What follows belongs to an exercise in optimizing a design on an open flow for small area; a production flow would make more cautious choices.
In this exercise RTL edits were held to simulation tests only and were not proved equivalent to the original.
No activity file was given, so power comes from the tool's default toggle rates.

Design mips_top, start of the top module:
module mips_top (
		clock,
		reset,
		instr_data,
		me_ExtMemRdData,
		instr_addr,
		instr_en,
		me_ExtMemWrData,
		me_ExtMemAddr,
		me_ExtMemWrEn,
		me_ExtMemRdEn
	    );
input 		clock;
input		reset;
input  [31:0]	instr_data;
input  [31:0]	me_ExtMemRdData;
output [31:0]	instr_addr;
output		instr_en;
output		me_ExtMemWrEn;
output		me_ExtMemRdEn;
output [31:0]	me_ExtMemWrData;
output [31:0]	me_ExtMemAddr;
reg  [31:0]	PCReg;
reg		id_RegWriteSel;		 
reg		id_MemRd;		 
reg		id_MemWr;		 
reg  [31:0]	id_PC;			 
reg  [31:0]	id_OpA;			 
reg  [31:0]	id_OpB;			 
reg		id_LdA;			 
reg		id_LdB;			 
reg  [15:0]	id_Imm;
reg  [4:0]	id_RegDest;
reg  [1:0]	id_BSel;		 
reg		id_Sub;
reg		id_Right;
reg		id_SelSum, id_SelShL, id_SelShR, id_SelSlt;
reg  [3:0]	id_Lutn;		 
reg		ex_RegWriteSel;
reg		ex_MemRd;
reg		ex_MemWr;
reg  [31:0]	ex_ALUOut;
reg  [31:0]	ex_OpB;
reg  [4:0]	ex_RegDest;
reg		me_RegWriteSel;
reg		me_MemRegSel;
reg  [4:0]	me_RegDest;
reg  [31:0]	me_ByData;
reg  [31:0]	rf [0:31];
wire [1023:0]	rf_flat;
 genvar gf;
 generate
	for (gf = 0; gf < 32; gf = gf + 1) begin : rff
  ...
For scale: ~3700 cells after synthesis, roughly 1300 flip-flops, ~170 I/O pins, about 0.056 mm² of cells after synthesis.
export LEC_CHECK = 0
export CAP_MARGIN = 20
export CORE_MARGIN = 2
export CORE_UTILIZATION = 52
export PLACE_DENSITY = 0.72
export SLEW_MARGIN = 20
export SYNTH_HIERARCHICAL = 1
create_clock -name core_clock -period 12.0 [get_ports {clock}]
standard.sh (not shown) runs the stock make flow with config.mk's settings and CLKGATE_MAP_FILE= SYNTH_SCRIPT=/design/flow/synth_recipe.tcl, a recipe that flattens the netlist after the stock synthesis.
==> flow/flow/run.sh <==
#!/bin/bash
# Standard layout (the standard.sh) with two changes: the ports are
# buffered with the smallest buffer, and the clock tree uses larger sink
# clusters and no dummy loads.  Make's full output goes to flow_make.log;
# each ORFS step also keeps its own log under orfs/logs.
set -euo pipefail
bash standard.sh \
  BUFFER_PORTS_ARGS="-buffer_cell sky130_fd_sc_hd__buf_1" \
  CTS_ARGS="-sink_clustering_enable -repair_clock_nets -sink_clustering_size 26 -sink_clustering_max_diameter 90 -buf_list {sky130_fd_sc_hd__clkbuf_8 sky130_fd_sc_hd__clkbuf_16} -dont_use_dummy_load" \
  finish > flow_make.log 2>&1
Change:
--- a/flow/flow/run.sh
+++ b/flow/flow/run.sh
@@ -7,4 +7,4 @@
 bash standard.sh \
   BUFFER_PORTS_ARGS="-buffer_cell sky130_fd_sc_hd__buf_1" \
-  CTS_ARGS="-sink_clustering_enable -repair_clock_nets -sink_clustering_size 26 -sink_clustering_max_diameter 90 -buf_list {sky130_fd_sc_hd__clkbuf_8 sky130_fd_sc_hd__clkbuf_16} -dont_use_dummy_load" \
+  CTS_ARGS="-sink_clustering_enable -repair_clock_nets -sink_clustering_size 28 -sink_clustering_max_diameter 90 -buf_list {sky130_fd_sc_hd__clkbuf_8 sky130_fd_sc_hd__clkbuf_16} -dont_use_dummy_load" \
   finish > flow_make.log 2>&1
- CAP_MARGIN: 20 -> 12
- CORE_UTILIZATION: 52 -> 32
- PLACE_DENSITY: 0.72 -> 0.5
- SLEW_MARGIN: 20 -> 12
Result: Global-route usage went down by 12 points; total power is higher slightly; non-clock buffer count came out higher by 32; synthesized cell count is unchanged; setup slack gets worse by 0.32 ns; core utilization came out lower by 22 points.
Change:
--- a/flow/flow/run.sh
+++ b/flow/flow/run.sh
@@ -7,4 +7,4 @@
 bash standard.sh \
   BUFFER_PORTS_ARGS="-buffer_cell sky130_fd_sc_hd__buf_1" \
-  CTS_ARGS="-sink_clustering_enable -repair_clock_nets -sink_clustering_size 28 -sink_clustering_max_diameter 90 -buf_list {sky130_fd_sc_hd__clkbuf_8 sky130_fd_sc_hd__clkbuf_16} -dont_use_dummy_load" \
+  CTS_ARGS="-sink_clustering_enable -repair_clock_nets -sink_clustering_size 26 -sink_clustering_max_diameter 90 -buf_list {sky130_fd_sc_hd__clkbuf_8 sky130_fd_sc_hd__clkbuf_16} -dont_use_dummy_load" \
   finish > flow_make.log 2>&1
- CAP_MARGIN: 12 -> 20
- CORE_UTILIZATION: 32 -> 45
- PLACE_DENSITY: 0.5 -> 0.68
- SLEW_MARGIN: 12 -> 20
The new run finished clean.
Flip-flop and latch count stays the same.
Wire length decreases by 11%.
Synthesized area is unchanged.
Worst setup slack gets better by 0.45 ns.
Sequential share of layout area increases by 1.1 points.
Power decreases by 0.65%.
Synthesized cell count is unchanged.
Cell area decreases by 1.9%.
Utilization increases by 14 points.

---

Starting RTL as in the previous note.
export LEC_CHECK = 0
export CAP_MARGIN = 20
export CORE_MARGIN = 2
export CORE_UTILIZATION = 34
export PLACE_DENSITY = 0.55
export SLEW_MARGIN = 20
export SYNTH_HIERARCHICAL = 1
create_clock -name core_clock -period 12.0 [get_ports {clock}]
==> flow/flow/run.sh <==
#!/bin/bash
# Standard layout (the standard.sh) with two changes: the ports are
# buffered with the smallest buffer, and the clock tree uses larger sink
# clusters and no dummy loads.  Make's full output goes to flow_make.log;
# each ORFS step also keeps its own log under orfs/logs.
set -euo pipefail
bash standard.sh \
  BUFFER_PORTS_ARGS="-buffer_cell sky130_fd_sc_hd__buf_1" \
  CTS_ARGS="-sink_clustering_enable -repair_clock_nets -sink_clustering_size 26 -sink_clustering_max_diameter 90 -buf_list {sky130_fd_sc_hd__clkbuf_8 sky130_fd_sc_hd__clkbuf_16} -dont_use_dummy_load" \
  finish > flow_make.log 2>&1
The starting point went through all stages and came out clean.
Edit:
CAP_MARGIN = 5   (was 20)
SLEW_MARGIN = 5   (was 20)
What happened: This time the run finished with slew limit left. Cell area barely changes. Clock-buffer cell count climbs by 1. Combinational power hardly moves. Power stays flat. First-iteration DRC count climbs by about 1%. Utilization barely changes.
Edit:
CAP_MARGIN = 20   (was 5)
GPL_TIMING_DRIVEN = 0   (was not set)
SLEW_MARGIN = 20   (was 5)
This time the run finished with timing, DRC and antenna clean.
Core utilization went up by 1.6 points.
Worst setup slack degrades by 0.20 ns.
Global-route usage shrinks by 0.26 points.
Clock skew is higher by 0.011 ns.
Register-to-register slack degrades by 1.7 ns.
Cell count goes up by 2.8%.
Total power rose by 0.47%.
Cell area climbs by 4.3%.
Synthesized cell count does not change.
Wire length shrinks by 0.73%.
Edit:
CORE_UTILIZATION = 30   (was 34)
GPL_TIMING_DRIVEN = not set   (was 0)
PLACE_DENSITY = 0.5   (was 0.55)
The changed run finished clean.
Total power rises by 1.6%.
Combinational power barely changes.
Cell count rises by 2.8%.
Edit:
CORE_UTILIZATION = 40   (was 30)
PLACE_DENSITY = 0.62   (was 0.5)
Power went down by about 2.5%.
Routed wire length is lower by 12%.
Sequential power stays flat.
Cell count decreases by about 10%.
Sequential cell count is unchanged.
Worst hold slack improved by 0.0062 ns.
Final area drops by about 2.4%.
Critical path depth fell by 2.
Clock power came out lower by about 7%.

---

Another version of the RTL of mips_top (not shown whole).
Size in the first run: roughly 1300 flip-flops, ~57000 um2 of cells after synthesis.
export LEC_CHECK = 0
export CAP_MARGIN = 20
export CORE_MARGIN = 2
export CORE_UTILIZATION = 38
export PLACE_DENSITY = 0.6
export SLEW_MARGIN = 20
export SYNTH_HIERARCHICAL = 1
create_clock -name core_clock -period 12.0 [get_ports {clock}]
==> flow/flow/run.sh <==
#!/bin/bash
# Standard layout (the standard.sh) with two changes: the ports are
# buffered with the smallest buffer, and the clock tree uses larger sink
# clusters and no dummy loads.  Make's full output goes to flow_make.log;
# each ORFS step also keeps its own log under orfs/logs.
set -euo pipefail
bash standard.sh \
  BUFFER_PORTS_ARGS="-buffer_cell sky130_fd_sc_hd__buf_1" \
  CTS_ARGS="-sink_clustering_enable -repair_clock_nets -sink_clustering_size 20 -sink_clustering_max_diameter 80 -buf_list {sky130_fd_sc_hd__clkbuf_8 sky130_fd_sc_hd__clkbuf_16} -dont_use_dummy_load" \
  finish > flow_make.log 2>&1
Rerun with:
- CORE_UTILIZATION: 38 -> 30
- PLACE_DENSITY: 0.6 -> 0.5
Utilization shrinks by 8.7 points.
Total power grows by 2.1%.
Cell area grows by 1.2%.

port drivers added, routing unchanged:
Ports are ideal in the flow. The routed layouts listed here were re-timed in OpenROAD. Step 1: set_driving_cell puts a clkbuf_16 on clock and a buf_2 on each other input, an assumption about the parent block. Step 2, shift: input delay + t, output delay - t, t = (earliest + latest rising clock arrival at the registers) / 2. This alone moves slack from input paths to output paths. Slacks: ideal / step 1 / step 2; pairs: ideal / step 1.
run | t, ns | setup slack, ns | cell pins on the clock port's net
the first run of note 1 | 0.782 | 1.132 / 1.185 / 0.402 | 1
the second run of note 1 | 0.787 | 0.815 / 0.883 / 0.096 | 1
the third run of note 1 | 0.782 | 1.264 / 1.321 / 0.538 | 1
the first run of note 2 | 0.772 | 1.012 / 1.064 / 0.292 | 1
the second run of note 2 | 0.800 | 1.029 / 1.093 / 0.292 | 1
the third run of note 2 | 0.787 | 0.828 / 0.892 / 0.104 | 1
the fourth run of note 2 | 0.762 | 1.100 / 1.161 / 0.398 | 1
the fifth run of note 2 | 0.775 | 0.949 / 0.987 / 0.212 | 1
the first run of note 3 | 0.774 | 1.771 / 1.771 / 1.202 | 1
the second run of note 3 | 0.761 | 1.342 / 1.373 / 0.635 | 1
